Source: an optimization exercise on an open RTL-to-GDS flow (aim: small area, a short achievable clock period and few clock cycles per item). Production flows keep margins and buffers that such runs may drop.
No functional check of the RTL was part of any run shown here.
No activity file was given, so power comes from the tool's default toggle rates.

## flow/design.v (module list and top-level ports; edited modules follow where they fit)
// module madd_pipeline: 1450 lines
module madd_pipeline #(parameter data_width = 16, parameter n_blocks = 256, parameter full_width = 2 * data_width + 8, parameter n_channels = 16)
	(
		input wire clk,
		input wire reset,
		input wire enable,
		input  wire in_valid,
		output wire in_ready,
		output wire out_valid,
		input  wire out_ready,
		input  wire [$clog2(n_blocks) - 1 : 0] block_in,
		output wire [$clog2(n_blocks) - 1 : 0] block_out,
		input wire [4:0] shift,
		input wire shift_disable,
		input wire signedness,
		input wire saturate_disable,
		input wire signed [data_width - 1 : 0] arg_a_in,
		input wire signed [data_width - 1 : 0] arg_b_in,
		input wire signed [data_width - 1 : 0] arg_c_in,
		output wire signed [full_width - 1 : 0] result_out,
		input  wire [ch_addr_w - 1 : 0] dest_in,
		output wire [ch_addr_w - 1 : 0] dest_out,
		input  wire [4 - 1 : 0] commit_id_in,
		output wire [4 - 1 : 0] commit_id_out,
		input wire commit_flag_in,
		output wire commit_flag_out
	);
  // ...
==> flow/flow/run.sh <==
#!/bin/bash
# Own layout flow: the standard flow (standard.sh) with a few extra ORFS
# make variables, read one per line from flow/extra.mk. By default the port
# buffers that buffer_ports inserts are plain buf_2 cells (buffer_ports
# otherwise picks clkdlybuf4s50_1, a slow 10 um2 delay cell).
# The full output of the flow goes to flow_standard.log in this folder; each
# ORFS step keeps its own log under orfs/logs/.
set -euo pipefail
cd "$(dirname "$0")/.."
EXTRA=()
PORTBUF="BUFFER_PORTS_ARGS=-buffer_cell sky130_fd_sc_hd__buf_2"
if [[ -f flow/extra.mk ]]; then
  while IFS= read -r line; do
    [[ -z "$line" || "$line" == \#* ]] && continue
    if [[ "$line" == BUFFER_PORTS_ARGS=* ]]; then PORTBUF="$line"; continue; fi
    EXTRA+=("$line")
  done < flow/extra.mk
fi
bash standard.sh "$PORTBUF" ${EXTRA[@]+"${EXTRA[@]}"} finish > flow_standard.log 2>&1
==> flow/standard.sh <==
#!/bin/bash
# synth_recipe.tcl (not shown) runs the flow's synth.tcl, then flattens the netlist and writes it again
# the make line also repeats each setting of config.mk as NAME=value (left out here)
make -C /OpenROAD-flow-scripts/flow DESIGN_CONFIG=/design/flow/config.mk WORK_HOME=/design/flow/orfs CLKGATE_MAP_FILE= SYNTH_SCRIPT=/design/flow/synth_recipe.tcl "${@:-finish}"
==> flow/config.mk <==
export PLATFORM = sky130hd
export DESIGN_NAME = madd_pipeline
export DESIGN_NICKNAME = madd_pipeline
export VERILOG_FILES = /design/flow/design.v
export SDC_FILE = /design/flow/constraint.sdc
export NUM_CORES = 4
export LEC_CHECK = 0
export ABC_AREA = 1
export CAP_MARGIN = 20
export CORE_MARGIN = 2
export CORE_UTILIZATION = 40
export SETUP_SLACK_MARGIN = 2.0
export SLEW_MARGIN = 20
==> flow/constraint.sdc <==
create_clock -name core_clock -period 7.5 [get_ports {clk}]
set_input_delay 1.5000 -clock core_clock [delete_from_list [all_inputs] [get_ports {clk}]]
set_output_delay 1.5000 -clock core_clock [all_outputs]
set_load 0.01 [all_outputs]
==> flow_summary.ini, run 1 <==
[critical_path]
cpPeakStageDelay_ns = 0.44
cp-endpoint = lo_q[11]
startpoint = shift_disable
worstPathMaxFanout = 23
crit_family = adder cells
ff2ff_path_depth = 4

[pwr]
leakagePower_nw = 8.16
p_sw_w = 0.00310
powerClk_w = 0.000436
switching_share_pct = 52.3
power.total_w = 0.00592
power_leader = combinational cells
clkPwrFrac_pct = 7.4

[global_routing]
globalRoute.busiestLayer = met2
grt_max_degree = 71
grt_use_met2_pct = 39.8

[sta]
fmax_mhz = 186
whs_ns = 0.496

[run_status]
status = timing/DRC/antenna clean

[finish]
nFillCells = 3920
n_clock_buffer = 10
seq_cell_count = 99
num-nonclk-buffers = 184
drive_gt1_share_pct = 13.9
n_all_inverters = 363
stdcell_area_sq_um = 17200
multi_input_comb_cells = 1525

[logic_synthesis]
async_flop_share_pct = 0
yosysTopAreaCell = edfxtp_1
synth_xor_area_share_pct = 9.29
synth.area.mux_share_pct = 0.588

[clock_tree]
ctsHoldBuffers = 0
ctsResizeCount = 12

[drt]
vias = 14208
vias_per_cell = 5.27

[placement]
pre_cts_ws_ns = 1.20

[worst_hold_path]
holdPathStages = 2
==> inputs of run 2 (changes only) <==
--- a/flow/design.v
+++ b/flow/design.v
@@ -1043,391 +1043,443 @@
 	assign s488 = crow[31] ^ s424 ^ c423;
 	assign c489 = (crow[31] & s424) | (crow[31] & c423) | (s424 & c423);
 	assign s490 = 1'b1 ^ crow[32] ^ c425;
 	assign c491 = (1'b1 & crow[32]) | (1'b1 & c425) | (crow[32] & c425);
 	assign s492 = 1'b1 ^ crow[33];
 	assign c493 = 1'b1 & crow[33];
 	wire [33:0] row0 = {s492, s490, s488, s486, s484, c481, c479, s478, s476, s474, c471, c469, c467, c465, c463, c461, c459, c457, c455, c453, c451, c449, c447, c445, c443, c441, c439, c437, c435, c433, c431, c429, c427, s426};
 	wire [33:0] row1 = {c491, c489, c487, c485, c483, s482, s480, c477, c475, c473, s472, s470, s468, s466, s464, s462, s460, s458, s456, s454, s452, s450, s448, s446, s444, s442, s440, s438, s436, s434, s432, s430, s428, crow[0]};
-	wire [12:0] sum_lo;
-	wire [11:0] fl_p, fl_g;
-	assign fl_p[0] = row0[0] ^ row1[0];
-	assign fl_g[0] = row0[0] & row1[0];
-	assign fl_p[1] = row0[1] ^ row1[1];
-	assign fl_g[1] = row0[1] & row1[1];
-	assign fl_p[2] = row0[2] ^ row1[2];
-	assign fl_g[2] = row0[2] & row1[2];
-	assign fl_p[3] = row0[3] ^ row1[3];
-	assign fl_g[3] = row0[3] & row1[3];
-	assign fl_p[4] = row0[4] ^ row1[4];
-	assign fl_g[4] = row0[4] & row1[4];
-	assign fl_p[5] = row0[5] ^ row1[5];
-	assign fl_g[5] = row0[5] & row1[5];
-	assign fl_p[6] = row0[6] ^ row1[6];
-	assign fl_g[6] = row0[6] & row1[6];
-	assign fl_p[7] = row0[7] ^ row1[7];
-	assign fl_g[7] = row0[7] & row1[7];
-	assign fl_p[8] = row0[8] ^ row1[8];
-	assign fl_g[8] = row0[8] & row1[8];
-	assign fl_p[9] = row0[9] ^ row1[9];
-	assign fl_g[9] = row0[9] & row1[9];
-	assign fl_p[10] = row0[10] ^ row1[10];
-	assign fl_g[10] = row0[10] & row1[10];
-	assign fl_p[11] = row0[11] ^ row1[11];
-	assign fl_g[11] = row0[11] & row1[11];
-	wire fl_G1 = fl_g[11] | (fl_p[11] & fl_g[10]);
-	wire fl_P1 = fl_p[11] & fl_p[10];
-	wire fl_G2 = fl_g[10] | (fl_p[10] & fl_g[9]);
-	wire fl_P2 = fl_p[10] & fl_p[9];
-	wire fl_G3 = fl_g[9] | (fl_p[9] & fl_g[8]);
-	wire fl_P3 = fl_p[9] & fl_p[8];
-	wire fl_G4 = fl_g[8] | (fl_p[8] & fl_g[7]);
-	wire fl_P4 = fl_p[8] & fl_p[7];
-	wire fl_G5 = fl_g[7] | (fl_p[7] & fl_g[6]);
-	wire fl_P5 = fl_p[7] & fl_p[6];
-	wire fl_G6 = fl_g[6] | (fl_p[6] & fl_g[5]);
-	wire fl_P6 = fl_p[6] & fl_p[5];
-	wire fl_G7 = fl_g[5] | (fl_p[5] & fl_g[4]);
-	wire fl_P7 = fl_p[5] & fl_p[4];
-	wire fl_G8 = fl_g[4] | (fl_p[4] & fl_g[3]);
-	wire fl_P8 = fl_p[4] & fl_p[3];
-	wire fl_G9 = fl_g[3] | (fl_p[3] & fl_g[2]);
-	wire fl_P9 = fl_p[3] & fl_p[2];
-	wire fl_G10 = fl_g[2] | (fl_p[2] & fl_g[1]);
-	wire fl_P10 = fl_p[2] & fl_p[1];
-	wire fl_G11 = fl_g[1] | (fl_p[1] & fl_g[0]);
-	wire fl_P11 = fl_p[1] & fl_p[0];
-	wire fl_G12 = fl_G1 | (fl_P1 & fl_G3);
-	wire fl_P12 = fl_P1 & fl_P3;
-	wire fl_G13 = fl_G2 | (fl_P2 & fl_G4);
-	wire fl_P13 = fl_P2 & fl_P4;
-	wire fl_G14 = fl_G3 | (fl_P3 & fl_G5);
-	wire fl_P14 = fl_P3 & fl_P5;
-	wire fl_G15 = fl_G4 | (fl_P4 & fl_G6);
-	wire fl_P15 = fl_P4 & fl_P6;
-	wire fl_G16 = fl_G5 | (fl_P5 & fl_G7);
-	wire fl_P16 = fl_P5 & fl_P7;
-	wire fl_G17 = fl_G6 | (fl_P6 & fl_G8);
-	wire fl_P17 = fl_P6 & fl_P8;
-	wire fl_G18 = fl_G7 | (fl_P7 & fl_G9);
-	wire fl_P18 = fl_P7 & fl_P9;
-	wire fl_G19 = fl_G8 | (fl_P8 & fl_G10);
-	wire fl_P19 = fl_P8 & fl_P10;
-	wire fl_G20 = fl_G9 | (fl_P9 & fl_G11);
-	wire fl_P20 = fl_P9 & fl_P11;
-	wire fl_G21 = fl_G10 | (fl_P10 & fl_g[0]);
-	wire fl_P21 = fl_P10 & fl_p[0];
-	wire fl_G22 = fl_G12 | (fl_P12 & fl_G16);
-	wire fl_P22 = fl_P12 & fl_P16;
-	wire fl_G23 = fl_G13 | (fl_P13 & fl_G17);
-	wire fl_P23 = fl_P13 & fl_P17;
-	wire fl_G24 = fl_G14 | (fl_P14 & fl_G18);
-	wire fl_P24 = fl_P14 & fl_P18;
-	wire fl_G25 = fl_G15 | (fl_P15 & fl_G19);
-	wire fl_P25 = fl_P15 & fl_P19;
-	wire fl_G26 = fl_G16 | (fl_P16 & fl_G20);
-	wire fl_P26 = fl_P16 & fl_P20;
-	wire fl_G27 = fl_G17 | (fl_P17 & fl_G21);
-	wire fl_P27 = fl_P17 & fl_P21;
-	wire fl_G28 = fl_G18 | (fl_P18 & fl_G11);
-	wire fl_P28 = fl_P18 & fl_P11;
-	wire fl_G29 = fl_G19 | (fl_P19 & fl_g[0]);
-	wire fl_P29 = fl_P19 & fl_p[0];
-	wire fl_G30 = fl_G22 | (fl_P22 & fl_G20);
-	wire fl_P30 = fl_P22 & fl_P20;
-	wire fl_G31 = fl_G23 | (fl_P23 & fl_G21);
-	wire fl_P31 = fl_P23 & fl_P21;
-	wire fl_G32 = fl_G24 | (fl_P24 & fl_G11);
-	wire fl_P32 = fl_P24 & fl_P11;
-	wire fl_G33 = fl_G25 | (fl_P25 & fl_g[0]);
-	wire fl_P33 = fl_P25 & fl_p[0];
-	assign sum_lo[0] = fl_p[0];
-	assign sum_lo[1] = fl_p[1] ^ fl_g[0];
-	assign sum_lo[2] = fl_p[2] ^ fl_G11;
-	assign sum_lo[3] = fl_p[3] ^ fl_G21;
-	assign sum_lo[4] = fl_p[4] ^ fl_G20;
-	assign sum_lo[5] = fl_p[5] ^ fl_G29;
-	assign sum_lo[6] = fl_p[6] ^ fl_G28;
-	assign sum_lo[7] = fl_p[7] ^ fl_G27;
-	assign sum_lo[8] = fl_p[8] ^ fl_G26;
-	assign sum_lo[9] = fl_p[9] ^ fl_G33;
-	assign sum_lo[10] = fl_p[10] ^ fl_G32;
-	assign sum_lo[11] = fl_p[11] ^ fl_G31;
-	wire fl_cout = fl_G30;
-	assign sum_lo[12] = fl_cout;
 	reg        v_q;
 	reg [3:0]  sh_q;
 	reg        big_q, rb_en_q, satd_q, sg_q;
 	reg [15:0] c_q;
 	reg [7:0]  block_q;
 	reg [3:0]  dest_q, cid_q;
 	reg        cf_q;
-	reg [12:0] lo_q;
-	reg [33:12] h0_q;
-	reg [33:12] h1_q;
+	reg [33:0] r0_q;
+	reg [33:0] r1_q;
 	assign in_ready  = ~v_q | out_ready;
 	assign out_valid = v_q;
 	wire take_in  = in_valid & in_ready;
 	wire take_out = v_q & out_ready;
 	always @(posedge clk) begin
 		if (reset)
 			v_q <= 1'b0;
 		else if (enable) begin
 			if (take_in)
 				v_q <= 1'b1;
 			else if (take_out)
 				v_q <= 1'b0;
 		end
 	end
 	always @(posedge clk) begin
 		if (enable & take_in) begin
-			lo_q <= sum_lo;
-			h0_q <= row0[33:12];
-			h1_q <= row1[33:12];
+			r0_q <= row0;
+			r1_q <= row1;
 			sh_q    <= (shift_disable & ~big) ? 4'd0 : s4;
 			big_q   <= big;
 			rb_en_q <= big & ~shift_disable;
 			satd_q  <= saturate_disable;
 			sg_q    <= signedness;
 			c_q     <= arg_c_in;
 			block_q <= block_in;
 			dest_q  <= dest_in;
 			cid_q   <= commit_id_in;
 			cf_q    <= commit_flag_in;
 		end
 	end
-	wire [21:0] xh;
-	wire [21:0] fh_p, fh_g;
-	assign fh_p[0] = h0_q[12] ^ h1_q[12];
-	assign fh_g[0] = h0_q[12] & h1_q[12];
-	assign fh_p[1] = h0_q[13] ^ h1_q[13];
-	assign fh_g[1] = h0_q[13] & h1_q[13];
-	assign fh_p[2] = h0_q[14] ^ h1_q[14];
-	assign fh_g[2] = h0_q[14] & h1_q[14];
-	assign fh_p[3] = h0_q[15] ^ h1_q[15];
-	assign fh_g[3] = h0_q[15] & h1_q[15];
-	assign fh_p[4] = h0_q[16] ^ h1_q[16];
-	assign fh_g[4] = h0_q[16] & h1_q[16];
-	assign fh_p[5] = h0_q[17] ^ h1_q[17];
-	assign fh_g[5] = h0_q[17] & h1_q[17];
-	assign fh_p[6] = h0_q[18] ^ h1_q[18];
-	assign fh_g[6] = h0_q[18] & h1_q[18];
-	assign fh_p[7] = h0_q[19] ^ h1_q[19];
-	assign fh_g[7] = h0_q[19] & h1_q[19];
-	assign fh_p[8] = h0_q[20] ^ h1_q[20];
-	assign fh_g[8] = h0_q[20] & h1_q[20];
-	assign fh_p[9] = h0_q[21] ^ h1_q[21];
-	assign fh_g[9] = h0_q[21] & h1_q[21];
-	assign fh_p[10] = h0_q[22] ^ h1_q[22];
-	assign fh_g[10] = h0_q[22] & h1_q[22];
-	assign fh_p[11] = h0_q[23] ^ h1_q[23];
-	assign fh_g[11] = h0_q[23] & h1_q[23];
-	assign fh_p[12] = h0_q[24] ^ h1_q[24];
-	assign fh_g[12] = h0_q[24] & h1_q[24];
-	assign fh_p[13] = h0_q[25] ^ h1_q[25];
-	assign fh_g[13] = h0_q[25] & h1_q[25];
-	assign fh_p[14] = h0_q[26] ^ h1_q[26];
-	assign fh_g[14] = h0_q[26] & h1_q[26];
-	assign fh_p[15] = h0_q[27] ^ h1_q[27];
-	assign fh_g[15] = h0_q[27] & h1_q[27];
-	assign fh_p[16] = h0_q[28] ^ h1_q[28];
-	assign fh_g[16] = h0_q[28] & h1_q[28];
-	assign fh_p[17] = h0_q[29] ^ h1_q[29];
-	assign fh_g[17] = h0_q[29] & h1_q[29];
-	assign fh_p[18] = h0_q[30] ^ h1_q[30];
-	assign fh_g[18] = h0_q[30] & h1_q[30];
-	assign fh_p[19] = h0_q[31] ^ h1_q[31];
-	assign fh_g[19] = h0_q[31] & h1_q[31];
-	assign fh_p[20] = h0_q[32] ^ h1_q[32];
-	assign fh_g[20] = h0_q[32] & h1_q[32];
-	assign fh_p[21] = h0_q[33] ^ h1_q[33];
-	assign fh_g[21] = h0_q[33] & h1_q[33];
-	wire fh_G1 = fh_g[21] | (fh_p[21] & fh_g[20]);
-	wire fh_P1 = fh_p[21] & fh_p[20];
-	wire fh_G2 = fh_g[20] | (fh_p[20] & fh_g[19]);
-	wire fh_P2 = fh_p[20] & fh_p[19];
-	wire fh_G3 = fh_g[19] | (fh_p[19] & fh_g[18]);
-	wire fh_P3 = fh_p[19] & fh_p[18];
-	wire fh_G4 = fh_g[18] | (fh_p[18] & fh_g[17]);
-	wire fh_P4 = fh_p[18] & fh_p[17];
-	wire fh_G5 = fh_g[17] | (fh_p[17] & fh_g[16]);
-	wire fh_P5 = fh_p[17] & fh_p[16];
-	wire fh_G6 = fh_g[16] | (fh_p[16] & fh_g[15]);
-	wire fh_P6 = fh_p[16] & fh_p[15];
-	wire fh_G7 = fh_g[15] | (fh_p[15] & fh_g[14]);
-	wire fh_P7 = fh_p[15] & fh_p[14];
-	wire fh_G8 = fh_g[14] | (fh_p[14] & fh_g[13]);
-	wire fh_P8 = fh_p[14] & fh_p[13];
-	wire fh_G9 = fh_g[13] | (fh_p[13] & fh_g[12]);
-	wire fh_P9 = fh_p[13] & fh_p[12];
-	wire fh_G10 = fh_g[12] | (fh_p[12] & fh_g[11]);
-	wire fh_P10 = fh_p[12] & fh_p[11];
-	wire fh_G11 = fh_g[11] | (fh_p[11] & fh_g[10]);
-	wire fh_P11 = fh_p[11] & fh_p[10];
-	wire fh_G12 = fh_g[10] | (fh_p[10] & fh_g[9]);
-	wire fh_P12 = fh_p[10] & fh_p[9];
-	wire fh_G13 = fh_g[9] | (fh_p[9] & fh_g[8]);
-	wire fh_P13 = fh_p[9] & fh_p[8];
-	wire fh_G14 = fh_g[8] | (fh_p[8] & fh_g[7]);
-	wire fh_P14 = fh_p[8] & fh_p[7];
-	wire fh_G15 = fh_g[7] | (fh_p[7] & fh_g[6]);
-	wire fh_P15 = fh_p[7] & fh_p[6];
-	wire fh_G16 = fh_g[6] | (fh_p[6] & fh_g[5]);
-	wire fh_P16 = fh_p[6] & fh_p[5];
-	wire fh_G17 = fh_g[5] | (fh_p[5] & fh_g[4]);
-	wire fh_P17 = fh_p[5] & fh_p[4];
-	wire fh_G18 = fh_g[4] | (fh_p[4] & fh_g[3]);
-	wire fh_P18 = fh_p[4] & fh_p[3];
-	wire fh_G19 = fh_g[3] | (fh_p[3] & fh_g[2]);
-	wire fh_P19 = fh_p[3] & fh_p[2];
-	wire fh_G20 = fh_g[2] | (fh_p[2] & fh_g[1]);
-	wire fh_P20 = fh_p[2] & fh_p[1];
-	wire fh_G21 = fh_g[1] | (fh_p[1] & fh_g[0]);
-	wire fh_P21 = fh_p[1] & fh_p[0];
-	wire fh_G22 = fh_G1 | (fh_P1 & fh_G3);
-	wire fh_P22 = fh_P1 & fh_P3;
-	wire fh_G23 = fh_G2 | (fh_P2 & fh_G4);
-	wire fh_P23 = fh_P2 & fh_P4;
-	wire fh_G24 = fh_G3 | (fh_P3 & fh_G5);
-	wire fh_P24 = fh_P3 & fh_P5;
-	wire fh_G25 = fh_G4 | (fh_P4 & fh_G6);
-	wire fh_P25 = fh_P4 & fh_P6;
-	wire fh_G26 = fh_G5 | (fh_P5 & fh_G7);
-	wire fh_P26 = fh_P5 & fh_P7;
-	wire fh_G27 = fh_G6 | (fh_P6 & fh_G8);
-	wire fh_P27 = fh_P6 & fh_P8;
-	wire fh_G28 = fh_G7 | (fh_P7 & fh_G9);
-	wire fh_P28 = fh_P7 & fh_P9;
-	wire fh_G29 = fh_G8 | (fh_P8 & fh_G10);
-	wire fh_P29 = fh_P8 & fh_P10;
-	wire fh_G30 = fh_G9 | (fh_P9 & fh_G11);
-	wire fh_P30 = fh_P9 & fh_P11;
-	wire fh_G31 = fh_G10 | (fh_P10 & fh_G12);
-	wire fh_P31 = fh_P10 & fh_P12;
-	wire fh_G32 = fh_G11 | (fh_P11 & fh_G13);
-	wire fh_P32 = fh_P11 & fh_P13;
-	wire fh_G33 = fh_G12 | (fh_P12 & fh_G14);
-	wire fh_P33 = fh_P12 & fh_P14;
-	wire fh_G34 = fh_G13 | (fh_P13 & fh_G15);
-	wire fh_P34 = fh_P13 & fh_P15;
-	wire fh_G35 = fh_G14 | (fh_P14 & fh_G16);
-	wire fh_P35 = fh_P14 & fh_P16;
-	wire fh_G36 = fh_G15 | (fh_P15 & fh_G17);
-	wire fh_P36 = fh_P15 & fh_P17;
-	wire fh_G37 = fh_G16 | (fh_P16 & fh_G18);
-	wire fh_P37 = fh_P16 & fh_P18;
-	wire fh_G38 = fh_G17 | (fh_P17 & fh_G19);
-	wire fh_P38 = fh_P17 & fh_P19;
-	wire fh_G39 = fh_G18 | (fh_P18 & fh_G20);
-	wire fh_P39 = fh_P18 & fh_P20;
-	wire fh_G40 = fh_G19 | (fh_P19 & fh_G21);
-	wire fh_P40 = fh_P19 & fh_P21;
-	wire fh_G41 = fh_G20 | (fh_P20 & fh_g[0]);
-	wire fh_P41 = fh_P20 & fh_p[0];
-	wire fh_G42 = fh_G22 | (fh_P22 & fh_G26);
-	wire fh_P42 = fh_P22 & fh_P26;
-	wire fh_G43 = fh_G23 | (fh_P23 & fh_G27);
-	wire fh_P43 = fh_P23 & fh_P27;
-	wire fh_G44 = fh_G24 | (fh_P24 & fh_G28);
-	wire fh_P44 = fh_P24 & fh_P28;
-	wire fh_G45 = fh_G25 | (fh_P25 & fh_G29);
-	wire fh_P45 = fh_P25 & fh_P29;
-	wire fh_G46 = fh_G26 | (fh_P26 & fh_G30);
-	wire fh_P46 = fh_P26 & fh_P30;
-	wire fh_G47 = fh_G27 | (fh_P27 & fh_G31);
-	wire fh_P47 = fh_P27 & fh_P31;
-	wire fh_G48 = fh_G28 | (fh_P28 & fh_G32);
-	wire fh_P48 = fh_P28 & fh_P32;
-	wire fh_G49 = fh_G29 | (fh_P29 & fh_G33);
-	wire fh_P49 = fh_P29 & fh_P33;
-	wire fh_G50 = fh_G30 | (fh_P30 & fh_G34);
-	wire fh_P50 = fh_P30 & fh_P34;
-	wire fh_G51 = fh_G31 | (fh_P31 & fh_G35);
-	wire fh_P51 = fh_P31 & fh_P35;
-	wire fh_G52 = fh_G32 | (fh_P32 & fh_G36);
-	wire fh_P52 = fh_P32 & fh_P36;
-	wire fh_G53 = fh_G33 | (fh_P33 & fh_G37);
-	wire fh_P53 = fh_P33 & fh_P37;
-	wire fh_G54 = fh_G34 | (fh_P34 & fh_G38);
-	wire fh_P54 = fh_P34 & fh_P38;
-	wire fh_G55 = fh_G35 | (fh_P35 & fh_G39);
-	wire fh_P55 = fh_P35 & fh_P39;
-	wire fh_G56 = fh_G36 | (fh_P36 & fh_G40);
-	wire fh_P56 = fh_P36 & fh_P40;
-	wire fh_G57 = fh_G37 | (fh_P37 & fh_G41);
-	wire fh_P57 = fh_P37 & fh_P41;
-	wire fh_G58 = fh_G38 | (fh_P38 & fh_G21);
-	wire fh_P58 = fh_P38 & fh_P21;
-	wire fh_G59 = fh_G39 | (fh_P39 & fh_g[0]);
-	wire fh_P59 = fh_P39 & fh_p[0];
-	wire fh_G60 = fh_G42 | (fh_P42 & fh_G50);
-	wire fh_P60 = fh_P42 & fh_P50;
-	wire fh_G61 = fh_G43 | (fh_P43 & fh_G51);
-	wire fh_P61 = fh_P43 & fh_P51;
-	wire fh_G62 = fh_G44 | (fh_P44 & fh_G52);
-	wire fh_P62 = fh_P44 & fh_P52;
-	wire fh_G63 = fh_G45 | (fh_P45 & fh_G53);
-	wire fh_P63 = fh_P45 & fh_P53;
-	wire fh_G64 = fh_G46 | (fh_P46 & fh_G54);
-	wire fh_P64 = fh_P46 & fh_P54;
-	wire fh_G65 = fh_G47 | (fh_P47 & fh_G55);
-	wire fh_P65 = fh_P47 & fh_P55;
-	wire fh_G66 = fh_G48 | (fh_P48 & fh_G56);
-	wire fh_P66 = fh_P48 & fh_P56;
-	wire fh_G67 = fh_G49 | (fh_P49 & fh_G57);
-	wire fh_P67 = fh_P49 & fh_P57;
-	wire fh_G68 = fh_G50 | (fh_P50 & fh_G58);
-	wire fh_P68 = fh_P50 & fh_P58;
-	wire fh_G69 = fh_G51 | (fh_P51 & fh_G59);
-	wire fh_P69 = fh_P51 & fh_P59;
-	wire fh_G70 = fh_G52 | (fh_P52 & fh_G40);
-	wire fh_P70 = fh_P52 & fh_P40;
-	wire fh_G71 = fh_G53 | (fh_P53 & fh_G41);
-	wire fh_P71 = fh_P53 & fh_P41;
-	wire fh_G72 = fh_G54 | (fh_P54 & fh_G21);
-	wire fh_P72 = fh_P54 & fh_P21;
-	wire fh_G73 = fh_G55 | (fh_P55 & fh_g[0]);
-	wire fh_P73 = fh_P55 & fh_p[0];
-	wire fh_G74 = fh_G60 | (fh_P60 & fh_G58);
-	wire fh_P74 = fh_P60 & fh_P58;
-	wire fh_G75 = fh_G61 | (fh_P61 & fh_G59);
-	wire fh_P75 = fh_P61 & fh_P59;
-	wire fh_G76 = fh_G62 | (fh_P62 & fh_G40);
-	wire fh_P76 = fh_P62 & fh_P40;
-	wire fh_G77 = fh_G63 | (fh_P63 & fh_G41);
-	wire fh_P77 = fh_P63 & fh_P41;
-	wire fh_G78 = fh_G64 | (fh_P64 & fh_G21);
-	wire fh_P78 = fh_P64 & fh_P21;
-	wire fh_G79 = fh_G65 | (fh_P65 & fh_g[0]);
-	wire fh_P79 = fh_P65 & fh_p[0];
-	assign xh[0] = fh_p[0] ^ lo_q[12];
-	assign xh[1] = fh_p[1] ^ (fh_g[0] | (fh_p[0] & lo_q[12]));
-	assign xh[2] = fh_p[2] ^ (fh_G21 | (fh_P21 & lo_q[12]));
-	assign xh[3] = fh_p[3] ^ (fh_G41 | (fh_P41 & lo_q[12]));
-	assign xh[4] = fh_p[4] ^ (fh_G40 | (fh_P40 & lo_q[12]));
-	assign xh[5] = fh_p[5] ^ (fh_G59 | (fh_P59 & lo_q[12]));
-	assign xh[6] = fh_p[6] ^ (fh_G58 | (fh_P58 & lo_q[12]));
-	assign xh[7] = fh_p[7] ^ (fh_G57 | (fh_P57 & lo_q[12]));
-	assign xh[8] = fh_p[8] ^ (fh_G56 | (fh_P56 & lo_q[12]));
-	assign xh[9] = fh_p[9] ^ (fh_G73 | (fh_P73 & lo_q[12]));
-	assign xh[10] = fh_p[10] ^ (fh_G72 | (fh_P72 & lo_q[12]));
-	assign xh[11] = fh_p[11] ^ (fh_G71 | (fh_P71 & lo_q[12]));
-	assign xh[12] = fh_p[12] ^ (fh_G70 | (fh_P70 & lo_q[12]));
-	assign xh[13] = fh_p[13] ^ (fh_G69 | (fh_P69 & lo_q[12]));
-	assign xh[14] = fh_p[14] ^ (fh_G68 | (fh_P68 & lo_q[12]));
-	assign xh[15] = fh_p[15] ^ (fh_G67 | (fh_P67 & lo_q[12]));
-	assign xh[16] = fh_p[16] ^ (fh_G66 | (fh_P66 & lo_q[12]));
-	assign xh[17] = fh_p[17] ^ (fh_G79 | (fh_P79 & lo_q[12]));
-	assign xh[18] = fh_p[18] ^ (fh_G78 | (fh_P78 & lo_q[12]));
-	assign xh[19] = fh_p[19] ^ (fh_G77 | (fh_P77 & lo_q[12]));
-	assign xh[20] = fh_p[20] ^ (fh_G76 | (fh_P76 & lo_q[12]));
-	assign xh[21] = fh_p[21] ^ (fh_G75 | (fh_P75 & lo_q[12]));
-	wire fh_cout = fh_G74 | (fh_P74 & lo_q[12]);
-	wire [33:0] x = {xh, lo_q[11:0]};
+	wire [33:0] xs;
+	wire [33:0] fa_p, fa_g;
+	assign fa_p[0] = r0_q[0] ^ r1_q[0];
+	assign fa_g[0] = r0_q[0] & r1_q[0];
+	assign fa_p[1] = r0_q[1] ^ r1_q[1];
+	assign fa_g[1] = r0_q[1] & r1_q[1];
+	assign fa_p[2] = r0_q[2] ^ r1_q[2];
+	assign fa_g[2] = r0_q[2] & r1_q[2];
+	assign fa_p[3] = r0_q[3] ^ r1_q[3];
+	assign fa_g[3] = r0_q[3] & r1_q[3];
+	assign fa_p[4] = r0_q[4] ^ r1_q[4];
+	assign fa_g[4] = r0_q[4] & r1_q[4];
+	assign fa_p[5] = r0_q[5] ^ r1_q[5];
+	assign fa_g[5] = r0_q[5] & r1_q[5];
+	assign fa_p[6] = r0_q[6] ^ r1_q[6];
+	assign fa_g[6] = r0_q[6] & r1_q[6];
+	assign fa_p[7] = r0_q[7] ^ r1_q[7];
+	assign fa_g[7] = r0_q[7] & r1_q[7];
+	assign fa_p[8] = r0_q[8] ^ r1_q[8];
+	assign fa_g[8] = r0_q[8] & r1_q[8];
+	assign fa_p[9] = r0_q[9] ^ r1_q[9];
+	assign fa_g[9] = r0_q[9] & r1_q[9];
+	assign fa_p[10] = r0_q[10] ^ r1_q[10];
+	assign fa_g[10] = r0_q[10] & r1_q[10];
+	assign fa_p[11] = r0_q[11] ^ r1_q[11];
+	assign fa_g[11] = r0_q[11] & r1_q[11];
+	assign fa_p[12] = r0_q[12] ^ r1_q[12];
+	assign fa_g[12] = r0_q[12] & r1_q[12];
+	assign fa_p[13] = r0_q[13] ^ r1_q[13];
+	assign fa_g[13] = r0_q[13] & r1_q[13];
+	assign fa_p[14] = r0_q[14] ^ r1_q[14];
+	assign fa_g[14] = r0_q[14] & r1_q[14];
+	assign fa_p[15] = r0_q[15] ^ r1_q[15];
+	assign fa_g[15] = r0_q[15] & r1_q[15];
+	assign fa_p[16] = r0_q[16] ^ r1_q[16];
+	assign fa_g[16] = r0_q[16] & r1_q[16];
+	assign fa_p[17] = r0_q[17] ^ r1_q[17];
+	assign fa_g[17] = r0_q[17] & r1_q[17];
+	assign fa_p[18] = r0_q[18] ^ r1_q[18];
+	assign fa_g[18] = r0_q[18] & r1_q[18];
+	assign fa_p[19] = r0_q[19] ^ r1_q[19];
+	assign fa_g[19] = r0_q[19] & r1_q[19];
+	assign fa_p[20] = r0_q[20] ^ r1_q[20];
+	assign fa_g[20] = r0_q[20] & r1_q[20];
+	assign fa_p[21] = r0_q[21] ^ r1_q[21];
+	assign fa_g[21] = r0_q[21] & r1_q[21];
+	assign fa_p[22] = r0_q[22] ^ r1_q[22];
+	assign fa_g[22] = r0_q[22] & r1_q[22];
+	assign fa_p[23] = r0_q[23] ^ r1_q[23];
+	assign fa_g[23] = r0_q[23] & r1_q[23];
+	assign fa_p[24] = r0_q[24] ^ r1_q[24];
+	assign fa_g[24] = r0_q[24] & r1_q[24];
+	assign fa_p[25] = r0_q[25] ^ r1_q[25];
+	assign fa_g[25] = r0_q[25] & r1_q[25];
+	assign fa_p[26] = r0_q[26] ^ r1_q[26];
+	assign fa_g[26] = r0_q[26] & r1_q[26];
+	assign fa_p[27] = r0_q[27] ^ r1_q[27];
+	assign fa_g[27] = r0_q[27] & r1_q[27];
+	assign fa_p[28] = r0_q[28] ^ r1_q[28];
+	assign fa_g[28] = r0_q[28] & r1_q[28];
+	assign fa_p[29] = r0_q[29] ^ r1_q[29];
+	assign fa_g[29] = r0_q[29] & r1_q[29];
+	assign fa_p[30] = r0_q[30] ^ r1_q[30];
+	assign fa_g[30] = r0_q[30] & r1_q[30];
+	assign fa_p[31] = r0_q[31] ^ r1_q[31];
+	assign fa_g[31] = r0_q[31] & r1_q[31];
+	assign fa_p[32] = r0_q[32] ^ r1_q[32];
+	assign fa_g[32] = r0_q[32] & r1_q[32];
+	assign fa_p[33] = r0_q[33] ^ r1_q[33];
+	assign fa_g[33] = r0_q[33] & r1_q[33];
+	wire fa_G1 = fa_g[33] | (fa_p[33] & fa_g[32]);
+	wire fa_P1 = fa_p[33] & fa_p[32];
+	wire fa_G2 = fa_g[32] | (fa_p[32] & fa_g[31]);
+	wire fa_P2 = fa_p[32] & fa_p[31];
+	wire fa_G3 = fa_g[31] | (fa_p[31] & fa_g[30]);
+	wire fa_P3 = fa_p[31] & fa_p[30];
+	wire fa_G4 = fa_g[30] | (fa_p[30] & fa_g[29]);
+	wire fa_P4 = fa_p[30] & fa_p[29];
+	wire fa_G5 = fa_g[29] | (fa_p[29] & fa_g[28]);
+	wire fa_P5 = fa_p[29] & fa_p[28];
+	wire fa_G6 = fa_g[28] | (fa_p[28] & fa_g[27]);
+	wire fa_P6 = fa_p[28] & fa_p[27];
+	wire fa_G7 = fa_g[27] | (fa_p[27] & fa_g[26]);
+	wire fa_P7 = fa_p[27] & fa_p[26];
+	wire fa_G8 = fa_g[26] | (fa_p[26] & fa_g[25]);
+	wire fa_P8 = fa_p[26] & fa_p[25];
+	wire fa_G9 = fa_g[25] | (fa_p[25] & fa_g[24]);
+	wire fa_P9 = fa_p[25] & fa_p[24];
+	wire fa_G10 = fa_g[24] | (fa_p[24] & fa_g[23]);
+	wire fa_P10 = fa_p[24] & fa_p[23];
+	wire fa_G11 = fa_g[23] | (fa_p[23] & fa_g[22]);
+	wire fa_P11 = fa_p[23] & fa_p[22];
+	wire fa_G12 = fa_g[22] | (fa_p[22] & fa_g[21]);
+	wire fa_P12 = fa_p[22] & fa_p[21];
+	wire fa_G13 = fa_g[21] | (fa_p[21] & fa_g[20]);
+	wire fa_P13 = fa_p[21] & fa_p[20];
+	wire fa_G14 = fa_g[20] | (fa_p[20] & fa_g[19]);
+	wire fa_P14 = fa_p[20] & fa_p[19];
+	wire fa_G15 = fa_g[19] | (fa_p[19] & fa_g[18]);
+	wire fa_P15 = fa_p[19] & fa_p[18];
+	wire fa_G16 = fa_g[18] | (fa_p[18] & fa_g[17]);
+	wire fa_P16 = fa_p[18] & fa_p[17];
+	wire fa_G17 = fa_g[17] | (fa_p[17] & fa_g[16]);
+	wire fa_P17 = fa_p[17] & fa_p[16];
+	wire fa_G18 = fa_g[16] | (fa_p[16] & fa_g[15]);
+	wire fa_P18 = fa_p[16] & fa_p[15];
+	wire fa_G19 = fa_g[15] | (fa_p[15] & fa_g[14]);
+	wire fa_P19 = fa_p[15] & fa_p[14];
+	wire fa_G20 = fa_g[14] | (fa_p[14] & fa_g[13]);
+	wire fa_P20 = fa_p[14] & fa_p[13];
+	wire fa_G21 = fa_g[13] | (fa_p[13] & fa_g[12]);
+	wire fa_P21 = fa_p[13] & fa_p[12];
+	wire fa_G22 = fa_g[12] | (fa_p[12] & fa_g[11]);
+	wire fa_P22 = fa_p[12] & fa_p[11];
+	wire fa_G23 = fa_g[11] | (fa_p[11] & fa_g[10]);
+	wire fa_P23 = fa_p[11] & fa_p[10];
+	wire fa_G24 = fa_g[10] | (fa_p[10] & fa_g[9]);
+	wire fa_P24 = fa_p[10] & fa_p[9];
+	wire fa_G25 = fa_g[9] | (fa_p[9] & fa_g[8]);
+	wire fa_P25 = fa_p[9] & fa_p[8];
+	wire fa_G26 = fa_g[8] | (fa_p[8] & fa_g[7]);
+	wire fa_P26 = fa_p[8] & fa_p[7];
+	wire fa_G27 = fa_g[7] | (fa_p[7] & fa_g[6]);
+	wire fa_P27 = fa_p[7] & fa_p[6];
+	wire fa_G28 = fa_g[6] | (fa_p[6] & fa_g[5]);
+	wire fa_P28 = fa_p[6] & fa_p[5];
+	wire fa_G29 = fa_g[5] | (fa_p[5] & fa_g[4]);
+	wire fa_P29 = fa_p[5] & fa_p[4];
+	wire fa_G30 = fa_g[4] | (fa_p[4] & fa_g[3]);
+	wire fa_P30 = fa_p[4] & fa_p[3];
+	wire fa_G31 = fa_g[3] | (fa_p[3] & fa_g[2]);
+	wire fa_P31 = fa_p[3] & fa_p[2];
+	wire fa_G32 = fa_g[2] | (fa_p[2] & fa_g[1]);
+	wire fa_P32 = fa_p[2] & fa_p[1];
+	wire fa_G33 = fa_g[1] | (fa_p[1] & fa_g[0]);
+	wire fa_P33 = fa_p[1] & fa_p[0];
+	wire fa_G34 = fa_G1 | (fa_P1 & fa_G3);
+	wire fa_P34 = fa_P1 & fa_P3;
+	wire fa_G35 = fa_G2 | (fa_P2 & fa_G4);
+	wire fa_P35 = fa_P2 & fa_P4;
+	wire fa_G36 = fa_G3 | (fa_P3 & fa_G5);
+	wire fa_P36 = fa_P3 & fa_P5;
+	wire fa_G37 = fa_G4 | (fa_P4 & fa_G6);
+	wire fa_P37 = fa_P4 & fa_P6;
+	wire fa_G38 = fa_G5 | (fa_P5 & fa_G7);
+	wire fa_P38 = fa_P5 & fa_P7;
+	wire fa_G39 = fa_G6 | (fa_P6 & fa_G8);
+	wire fa_P39 = fa_P6 & fa_P8;
+	wire fa_G40 = fa_G7 | (fa_P7 & fa_G9);
+	wire fa_P40 = fa_P7 & fa_P9;
+	wire fa_G41 = fa_G8 | (fa_P8 & fa_G10);
+	wire fa_P41 = fa_P8 & fa_P10;
+	wire fa_G42 = fa_G9 | (fa_P9 & fa_G11);
+	wire fa_P42 = fa_P9 & fa_P11;
+	wire fa_G43 = fa_G10 | (fa_P10 & fa_G12);
+	wire fa_P43 = fa_P10 & fa_P12;
+	wire fa_G44 = fa_G11 | (fa_P11 & fa_G13);
+	wire fa_P44 = fa_P11 & fa_P13;
+	wire fa_G45 = fa_G12 | (fa_P12 & fa_G14);
+	wire fa_P45 = fa_P12 & fa_P14;
+	wire fa_G46 = fa_G13 | (fa_P13 & fa_G15);
+	wire fa_P46 = fa_P13 & fa_P15;
+	wire fa_G47 = fa_G14 | (fa_P14 & fa_G16);
+	wire fa_P47 = fa_P14 & fa_P16;
+	wire fa_G48 = fa_G15 | (fa_P15 & fa_G17);
+	wire fa_P48 = fa_P15 & fa_P17;
+	wire fa_G49 = fa_G16 | (fa_P16 & fa_G18);
+	wire fa_P49 = fa_P16 & fa_P18;
+	wire fa_G50 = fa_G17 | (fa_P17 & fa_G19);
+	wire fa_P50 = fa_P17 & fa_P19;
+	wire fa_G51 = fa_G18 | (fa_P18 & fa_G20);
+	wire fa_P51 = fa_P18 & fa_P20;
+	wire fa_G52 = fa_G19 | (fa_P19 & fa_G21);
+	wire fa_P52 = fa_P19 & fa_P21;
+	wire fa_G53 = fa_G20 | (fa_P20 & fa_G22);
+	wire fa_P53 = fa_P20 & fa_P22;
+	wire fa_G54 = fa_G21 | (fa_P21 & fa_G23);
+	wire fa_P54 = fa_P21 & fa_P23;
+	wire fa_G55 = fa_G22 | (fa_P22 & fa_G24);
+	wire fa_P55 = fa_P22 & fa_P24;
+	wire fa_G56 = fa_G23 | (fa_P23 & fa_G25);
+	wire fa_P56 = fa_P23 & fa_P25;
+	wire fa_G57 = fa_G24 | (fa_P24 & fa_G26);
+	wire fa_P57 = fa_P24 & fa_P26;
+	wire fa_G58 = fa_G25 | (fa_P25 & fa_G27);
+	wire fa_P58 = fa_P25 & fa_P27;
+	wire fa_G59 = fa_G26 | (fa_P26 & fa_G28);
+	wire fa_P59 = fa_P26 & fa_P28;
+	wire fa_G60 = fa_G27 | (fa_P27 & fa_G29);
+	wire fa_P60 = fa_P27 & fa_P29;
+	wire fa_G61 = fa_G28 | (fa_P28 & fa_G30);
+	wire fa_P61 = fa_P28 & fa_P30;
+	wire fa_G62 = fa_G29 | (fa_P29 & fa_G31);
+	wire fa_P62 = fa_P29 & fa_P31;
+	wire fa_G63 = fa_G30 | (fa_P30 & fa_G32);
+	wire fa_P63 = fa_P30 & fa_P32;
+	wire fa_G64 = fa_G31 | (fa_P31 & fa_G33);
+	wire fa_P64 = fa_P31 & fa_P33;
+	wire fa_G65 = fa_G32 | (fa_P32 & fa_g[0]);
+	wire fa_P65 = fa_P32 & fa_p[0];
+	wire fa_G66 = fa_G34 | (fa_P34 & fa_G38);
+	wire fa_P66 = fa_P34 & fa_P38;
+	wire fa_G67 = fa_G35 | (fa_P35 & fa_G39);
+	wire fa_P67 = fa_P35 & fa_P39;
+	wire fa_G68 = fa_G36 | (fa_P36 & fa_G40);
+	wire fa_P68 = fa_P36 & fa_P40;
+	wire fa_G69 = fa_G37 | (fa_P37 & fa_G41);
+	wire fa_P69 = fa_P37 & fa_P41;
+	wire fa_G70 = fa_G38 | (fa_P38 & fa_G42);
+	wire fa_P70 = fa_P38 & fa_P42;
+	wire fa_G71 = fa_G39 | (fa_P39 & fa_G43);
+	wire fa_P71 = fa_P39 & fa_P43;
+	wire fa_G72 = fa_G40 | (fa_P40 & fa_G44);
+	wire fa_P72 = fa_P40 & fa_P44;
+	wire fa_G73 = fa_G41 | (fa_P41 & fa_G45);
+	wire fa_P73 = fa_P41 & fa_P45;
+	wire fa_G74 = fa_G42 | (fa_P42 & fa_G46);
+	wire fa_P74 = fa_P42 & fa_P46;
+	wire fa_G75 = fa_G43 | (fa_P43 & fa_G47);
+	wire fa_P75 = fa_P43 & fa_P47;
+	wire fa_G76 = fa_G44 | (fa_P44 & fa_G48);
+	wire fa_P76 = fa_P44 & fa_P48;
+	wire fa_G77 = fa_G45 | (fa_P45 & fa_G49);
+	wire fa_P77 = fa_P45 & fa_P49;
+	wire fa_G78 = fa_G46 | (fa_P46 & fa_G50);
+	wire fa_P78 = fa_P46 & fa_P50;
+	wire fa_G79 = fa_G47 | (fa_P47 & fa_G51);
+	wire fa_P79 = fa_P47 & fa_P51;
+	wire fa_G80 = fa_G48 | (fa_P48 & fa_G52);
+	wire fa_P80 = fa_P48 & fa_P52;
+	wire fa_G81 = fa_G49 | (fa_P49 & fa_G53);
+	wire fa_P81 = fa_P49 & fa_P53;
+	wire fa_G82 = fa_G50 | (fa_P50 & fa_G54);
+	wire fa_P82 = fa_P50 & fa_P54;
+	wire fa_G83 = fa_G51 | (fa_P51 & fa_G55);
+	wire fa_P83 = fa_P51 & fa_P55;
+	wire fa_G84 = fa_G52 | (fa_P52 & fa_G56);
+	wire fa_P84 = fa_P52 & fa_P56;
+	wire fa_G85 = fa_G53 | (fa_P53 & fa_G57);
+	wire fa_P85 = fa_P53 & fa_P57;
+	wire fa_G86 = fa_G54 | (fa_P54 & fa_G58);
+	wire fa_P86 = fa_P54 & fa_P58;
+	wire fa_G87 = fa_G55 | (fa_P55 & fa_G59);
+	wire fa_P87 = fa_P55 & fa_P59;
+	wire fa_G88 = fa_G56 | (fa_P56 & fa_G60);
+	wire fa_P88 = fa_P56 & fa_P60;
+	wire fa_G89 = fa_G57 | (fa_P57 & fa_G61);
+	wire fa_P89 = fa_P57 & fa_P61;
+	wire fa_G90 = fa_G58 | (fa_P58 & fa_G62);
+	wire fa_P90 = fa_P58 & fa_P62;
+	wire fa_G91 = fa_G59 | (fa_P59 & fa_G63);
+	wire fa_P91 = fa_P59 & fa_P63;
+	wire fa_G92 = fa_G60 | (fa_P60 & fa_G64);
+	wire fa_P92 = fa_P60 & fa_P64;
+	wire fa_G93 = fa_G61 | (fa_P61 & fa_G65);
+	wire fa_P93 = fa_P61 & fa_P65;
+	wire fa_G94 = fa_G62 | (fa_P62 & fa_G33);
+	wire fa_P94 = fa_P62 & fa_P33;
+	wire fa_G95 = fa_G63 | (fa_P63 & fa_g[0]);
+	wire fa_P95 = fa_P63 & fa_p[0];
+	wire fa_G96 = fa_G66 | (fa_P66 & fa_G74);
+	wire fa_P96 = fa_P66 & fa_P74;
+	wire fa_G97 = fa_G67 | (fa_P67 & fa_G75);
+	wire fa_P97 = fa_P67 & fa_P75;
+	wire fa_G98 = fa_G68 | (fa_P68 & fa_G76);
+	wire fa_P98 = fa_P68 & fa_P76;
+	wire fa_G99 = fa_G69 | (fa_P69 & fa_G77);
+	wire fa_P99 = fa_P69 & fa_P77;
+	wire fa_G100 = fa_G70 | (fa_P70 & fa_G78);
+	wire fa_P100 = fa_P70 & fa_P78;
+	wire fa_G101 = fa_G71 | (fa_P71 & fa_G79);
+	wire fa_P101 = fa_P71 & fa_P79;
+	wire fa_G102 = fa_G72 | (fa_P72 & fa_G80);
+	wire fa_P102 = fa_P72 & fa_P80;
+	wire fa_G103 = fa_G73 | (fa_P73 & fa_G81);
+	wire fa_P103 = fa_P73 & fa_P81;
+	wire fa_G104 = fa_G74 | (fa_P74 & fa_G82);
+	wire fa_P104 = fa_P74 & fa_P82;
+	wire fa_G105 = fa_G75 | (fa_P75 & fa_G83);
+	wire fa_P105 = fa_P75 & fa_P83;
+	wire fa_G106 = fa_G76 | (fa_P76 & fa_G84);
+	wire fa_P106 = fa_P76 & fa_P84;
+	wire fa_G107 = fa_G77 | (fa_P77 & fa_G85);
+	wire fa_P107 = fa_P77 & fa_P85;
+	wire fa_G108 = fa_G78 | (fa_P78 & fa_G86);
+	wire fa_P108 = fa_P78 & fa_P86;
+	wire fa_G109 = fa_G79 | (fa_P79 & fa_G87);
+	wire fa_P109 = fa_P79 & fa_P87;
+	wire fa_G110 = fa_G80 | (fa_P80 & fa_G88);
+	wire fa_P110 = fa_P80 & fa_P88;
+	wire fa_G111 = fa_G81 | (fa_P81 & fa_G89);
+	wire fa_P111 = fa_P81 & fa_P89;
+	wire fa_G112 = fa_G82 | (fa_P82 & fa_G90);
+	wire fa_P112 = fa_P82 & fa_P90;
+	wire fa_G113 = fa_G83 | (fa_P83 & fa_G91);
+	wire fa_P113 = fa_P83 & fa_P91;
+	wire fa_G114 = fa_G84 | (fa_P84 & fa_G92);
+	wire fa_P114 = fa_P84 & fa_P92;
+	wire fa_G115 = fa_G85 | (fa_P85 & fa_G93);
+	wire fa_P115 = fa_P85 & fa_P93;
+	wire fa_G116 = fa_G86 | (fa_P86 & fa_G94);
+	wire fa_P116 = fa_P86 & fa_P94;
+	wire fa_G117 = fa_G87 | (fa_P87 & fa_G95);
+	wire fa_P117 = fa_P87 & fa_P95;
+	wire fa_G118 = fa_G88 | (fa_P88 & fa_G64);
+	wire fa_P118 = fa_P88 & fa_P64;
+	wire fa_G119 = fa_G89 | (fa_P89 & fa_G65);
+	wire fa_P119 = fa_P89 & fa_P65;
+	wire fa_G120 = fa_G90 | (fa_P90 & fa_G33);
+	wire fa_P120 = fa_P90 & fa_P33;
+	wire fa_G121 = fa_G91 | (fa_P91 & fa_g[0]);
+	wire fa_P121 = fa_P91 & fa_p[0];
+	wire fa_G122 = fa_G96 | (fa_P96 & fa_G112);
+	wire fa_P122 = fa_P96 & fa_P112;
+	wire fa_G123 = fa_G97 | (fa_P97 & fa_G113);
+	wire fa_P123 = fa_P97 & fa_P113;
+	wire fa_G124 = fa_G98 | (fa_P98 & fa_G114);
+	wire fa_P124 = fa_P98 & fa_P114;
+	wire fa_G125 = fa_G99 | (fa_P99 & fa_G115);
+	wire fa_P125 = fa_P99 & fa_P115;
+	wire fa_G126 = fa_G100 | (fa_P100 & fa_G116);
+	wire fa_P126 = fa_P100 & fa_P116;
+	wire fa_G127 = fa_G101 | (fa_P101 & fa_G117);
+	wire fa_P127 = fa_P101 & fa_P117;
+	wire fa_G128 = fa_G102 | (fa_P102 & fa_G118);
+	wire fa_P128 = fa_P102 & fa_P118;
+	wire fa_G129 = fa_G103 | (fa_P103 & fa_G119);
+	wire fa_P129 = fa_P103 & fa_P119;
+	wire fa_G130 = fa_G104 | (fa_P104 & fa_G120);
+	wire fa_P130 = fa_P104 & fa_P120;
+	wire fa_G131 = fa_G105 | (fa_P105 & fa_G121);
+	wire fa_P131 = fa_P105 & fa_P121;
+	wire fa_G132 = fa_G106 | (fa_P106 & fa_G92);
+	wire fa_P132 = fa_P106 & fa_P92;
+	wire fa_G133 = fa_G107 | (fa_P107 & fa_G93);
+	wire fa_P133 = fa_P107 & fa_P93;
+	wire fa_G134 = fa_G108 | (fa_P108 & fa_G94);
+	wire fa_P134 = fa_P108 & fa_P94;
+	wire fa_G135 = fa_G109 | (fa_P109 & fa_G95);
+	wire fa_P135 = fa_P109 & fa_P95;
+	wire fa_G136 = fa_G110 | (fa_P110 & fa_G64);
+	wire fa_P136 = fa_P110 & fa_P64;
+	wire fa_G137 = fa_G111 | (fa_P111 & fa_G65);
+	wire fa_P137 = fa_P111 & fa_P65;
+	wire fa_G138 = fa_G112 | (fa_P112 & fa_G33);
+	wire fa_P138 = fa_P112 & fa_P33;
+	wire fa_G139 = fa_G113 | (fa_P113 & fa_g[0]);
+	wire fa_P139 = fa_P113 & fa_p[0];
+	wire fa_G140 = fa_G122 | (fa_P122 & fa_G33);
+	wire fa_P140 = fa_P122 & fa_P33;
+	wire fa_G141 = fa_G123 | (fa_P123 & fa_g[0]);
+	wire fa_P141 = fa_P123 & fa_p[0];
+	assign xs[0] = fa_p[0];
+	assign xs[1] = fa_p[1] ^ fa_g[0];
+	assign xs[2] = fa_p[2] ^ fa_G33;
+	assign xs[3] = fa_p[3] ^ fa_G65;
+	assign xs[4] = fa_p[4] ^ fa_G64;
+	assign xs[5] = fa_p[5] ^ fa_G95;
+	assign xs[6] = fa_p[6] ^ fa_G94;
+	assign xs[7] = fa_p[7] ^ fa_G93;
+	assign xs[8] = fa_p[8] ^ fa_G92;
+	assign xs[9] = fa_p[9] ^ fa_G121;
+	assign xs[10] = fa_p[10] ^ fa_G120;
+	assign xs[11] = fa_p[11] ^ fa_G119;
+	assign xs[12] = fa_p[12] ^ fa_G118;
+	assign xs[13] = fa_p[13] ^ fa_G117;
+	assign xs[14] = fa_p[14] ^ fa_G116;
+	assign xs[15] = fa_p[15] ^ fa_G115;
+	assign xs[16] = fa_p[16] ^ fa_G114;
+	assign xs[17] = fa_p[17] ^ fa_G139;
+	assign xs[18] = fa_p[18] ^ fa_G138;
+	assign xs[19] = fa_p[19] ^ fa_G137;
+	assign xs[20] = fa_p[20] ^ fa_G136;
+	assign xs[21] = fa_p[21] ^ fa_G135;
+	assign xs[22] = fa_p[22] ^ fa_G134;
+	assign xs[23] = fa_p[23] ^ fa_G133;
+	assign xs[24] = fa_p[24] ^ fa_G132;
+	assign xs[25] = fa_p[25] ^ fa_G131;
+	assign xs[26] = fa_p[26] ^ fa_G130;
+	assign xs[27] = fa_p[27] ^ fa_G129;
+	assign xs[28] = fa_p[28] ^ fa_G128;
+	assign xs[29] = fa_p[29] ^ fa_G127;
+	assign xs[30] = fa_p[30] ^ fa_G126;
+	assign xs[31] = fa_p[31] ^ fa_G125;
+	assign xs[32] = fa_p[32] ^ fa_G124;
+	assign xs[33] = fa_p[33] ^ fa_G141;
+	wire fa_cout = fa_G140;
+	wire [33:0] x = xs;
 	wire signed [33:0] y = $signed(x) >>> sh_q;
 	wire [17:0] xd = x[33:16] ^ x[32:15];
 	reg  [17:0] suf;
 	integer k;
 	always @(*) begin
 		suf[17] = xd[17];
 		for (k = 16; k >= 0; k = k - 1)
 			suf[k] = suf[k + 1] | xd[k];
==> run 2 against run 1 <==
  * Critical path depth is 6 lower
  * Highest routed layer unchanged
  * Count of clock-buffer cells in the layout is 1 lower
  * Setup slack better by 0.011 ns
  * Sequential power hardly changed
  * First-iteration DRC count is 2.7% higher
  * Cell count is 9.5% higher
  * Utilization is 0.74 points lower
  * Clock power is 12% higher
  * Still clean
==> flow_summary.ini, run 2 <==
[floorplan]
io_pins = 137
die_y_um = 207
die_x_um = 207
rows = 74
core_area_sq_um = 40800
die-area_sq_um = 42900
initial_core_util_pct = 40.5

[logic_synthesis]
ys_ff_latch = 110
netlist_area_sq_um = 16500
ys_top_cells_by_area = edfxtp_1, fa_1, nand2_1, inv_1, xor2_1
yosysUniqueCellTypes = 46
synthCells = 2335
yosysTopAreaCell = edfxtp_1
async_flop_share_pct = 0
synthTopCellsByCount = nand2_1, inv_1, o21ai_0
synth.most_common_cell = nand2_1
yosysWarningCount = 1
synth_edf_count = 109
synth_top_area_share_pct = 19.8
avgSynthCellArea_sq_um = 7.07
ys_seq_area_share_pct = 19.9
synth_ff_type = edfxtp_1
synth_nets = 2609

[placement]
dp.cells = 2914
placed_area_sq_um = 17500
portBuffers = 136
dp_hpwl_um = 42300
gp_congestion = 0.934

[sta]
fin_crit_sh_pct = 71.5
fin_crit_ns = 5.37
worstMarginPinSlew_ns = 1.02
max-slew-margin-rel_pct = 31.6
setup_violations = 0
setup_tns_ns = 0
whs_ns = 0.473
hold_violations = 0
fmax_mhz = 186
final_max_slew_viol_count = 0
finalClockSkew_ns = 0.0118
rsz0062_at_grt = yes

[clock_tree]
clk_latency_ns = 0.37
ctsHoldBuffers = 0
cts_tree = yes
clkTransAtPathRegs_ns = 0.08
htreeDepth = 3
ctsLongestPathBuffers = 2
cts_made_buffers = 9
root_buffer = clkbuf_16
clock_sinks = 110

[finish]
mostFrequentLayoutCell = nand2_1
nFillCells = 4166
reg.largest.list = r0_q x34, r1_q x34, c_q x16
multiInputGateArea_sq_um = 11500
drive_gt1_share_pct = 12.9
stdcell_area_sq_um = 18400
stdcell_count = 2955
syn2layout_area_growth_pct = 11.3
regArea_sq_um = 3290
nets = 2693
final_cell_mix = nand2_1, inv_1, o21ai_0, xor2_1, o22ai_1
n_antenna_cell = 0

[run_status]
status = timing/DRC/antenna clean

[drt]
vias = 15512
drtAntennaViolNets = 0
drtIter0Drc = 999
drt_wl_total_um = 52200
wire_per_inst_um = 17.7
vias_per_cell = 5.25
dr.pass1.iters = 6
post-route-drc-count = 0

[pwr]
worst_ir_drop_vdd_v = 0.000151
leakagePower_nw = 9.05
pwr_density_cell_nw_per_um2 = 328

[global_routing]
grt-ovfl-total = 0
grt_pass1_vias = 14871
globalRouteTotalUtil_pct = 23.7
grt_max_degree = 65
antenna_found_initial = 0
grt_pass1_wl_um = 80900

[critical_path]
worst_setup_path_end_kind = flop
arrival_ns = 5.47
critical_path_required_ns = 7.61
r2r_setup_slack_ns = 5.28
cp-endpoint = r1_q[20]
ff2ff_path_depth = 4
worstPathMaxFanout = 17
startpoint = arg_b_in[13]
r2r_end = c_q[10]
r2r_start = v_q
startpoint_type = primary input
criticalPathCategory = primary input to flop

[run]
cap_violations = 0

[worst_hold_path]
min_path_type = flop to flop
run 2: worst max-delay path: stages:
cell	delay (ns)
buf_2	0.34
nor2_1	0.16
inv_1	0.08
nand2_1	0.36
o22ai_1	0.35
xor2_1	0.29
fa_1	0.48
fa_1	0.53
inv_1	0.06
fa_1	0.40
inv_1	0.08
fa_1	0.38
inv_1	0.09
fa_1	0.38
run 2: per-layer routing:
layer  up-vias  GRT usage, %  wire (um)
li1       7631             -          -
met1      7245          30.9      22400
met2       545          40.3      25100
met3        91          2.48       2710
met4         0          9.43       2050
met5         -             0          0
run 2: where the power goes:
part	total, W	switching, W	internal (W)
clock	0.000490	0.000230	0.000260
sequential	0.00104	0.0000642	0.000977
combinational	0.00449	0.00291	0.00158
total	0.00602	0.00321	0.00282
run 2: final cells by class:
class,count,area share (%)
inverters,420,8.69
clock inverters,6,0.388
repair buffers,175,5.45
well taps,532,3.62
multi-input cells,1701,62.7
clock buffers,9,1.23
repair inverters,2,0.0544
flip-flops and latches,110,17.9
run 2: logic make-up after synthesis:
kind of cell	synth area share [%]
adder cells (fa/ha/maj)	21.2
XOR/XNOR	8.48
buffers and inverters	12.3
AO/OA/AOI/OAI	13.2
AND/OR/NAND/NOR	24.1
multiplexers	0.788
flip-flops	19.9
run 2: metrics by stage:
step | util, % | worst slack, ns | total power [W]
6_report | 45.0 | 2.13 | 0.00602
5_1_grt | 45.0 | 1.93 | 0.00670
4_1_cts | 43.9 | 2.01 | 0.00584
3_5_place_dp | 43.0 | 1.43 | 0.00533
3_3_place_gp | 43.0 | 1.54 | 0.00524
2_1_floorplan | - | 2.03 | 0.00413
run 2: what timing repair did:
action                     CTS  global route
setup buffers                3            17
setup endpoints to repair   48            60
pin swaps                    4            20
cloned                       1             5
gates resized for setup     12            72
run 2: how the worst min path moves through the flow:
stage,startpoint,endpoint,slack (ns),cells after the start
2_1_floorplan,v_q,v_q,0.49,2
3_3_place_gp,v_q,v_q,0.45,2
3_5_place_dp,v_q,v_q,0.46,2
4_1_cts,v_q,v_q,0.47,2
5_1_grt,v_q,v_q,0.50,2
6_report,v_q,v_q,0.47,2

[separate check: timing with driven ports]
No port has a modelled driver above. Below, the same layouts with a new extraction and two added sets of constraints. Step 1 assumes that a clkbuf_16 drives the clock port and a buf_2 every other input. Step 2 moves the port delays by t, midway between the first and last clock arrival at a register: inputs arrive t later, outputs are due t later. That takes back most of the time a late clock gives input paths. Slacks: ideal / step 1 / step 2; pairs: ideal / step 1.
run	shift t [ns]	slack for setup (ns)	worst register clock-pin slew, ns
run 1	0.405	2.124 / 2.132 / 1.727	0.08 / 0.08
run 2	0.416	2.135 / 2.133 / 1.744	0.08 / 0.08
After both steps setup and hold are still met in every run listed. For run 1, which loses most, drivers alone change the setup slack by +0.008 ns; drivers and shift together by -0.397 ns.
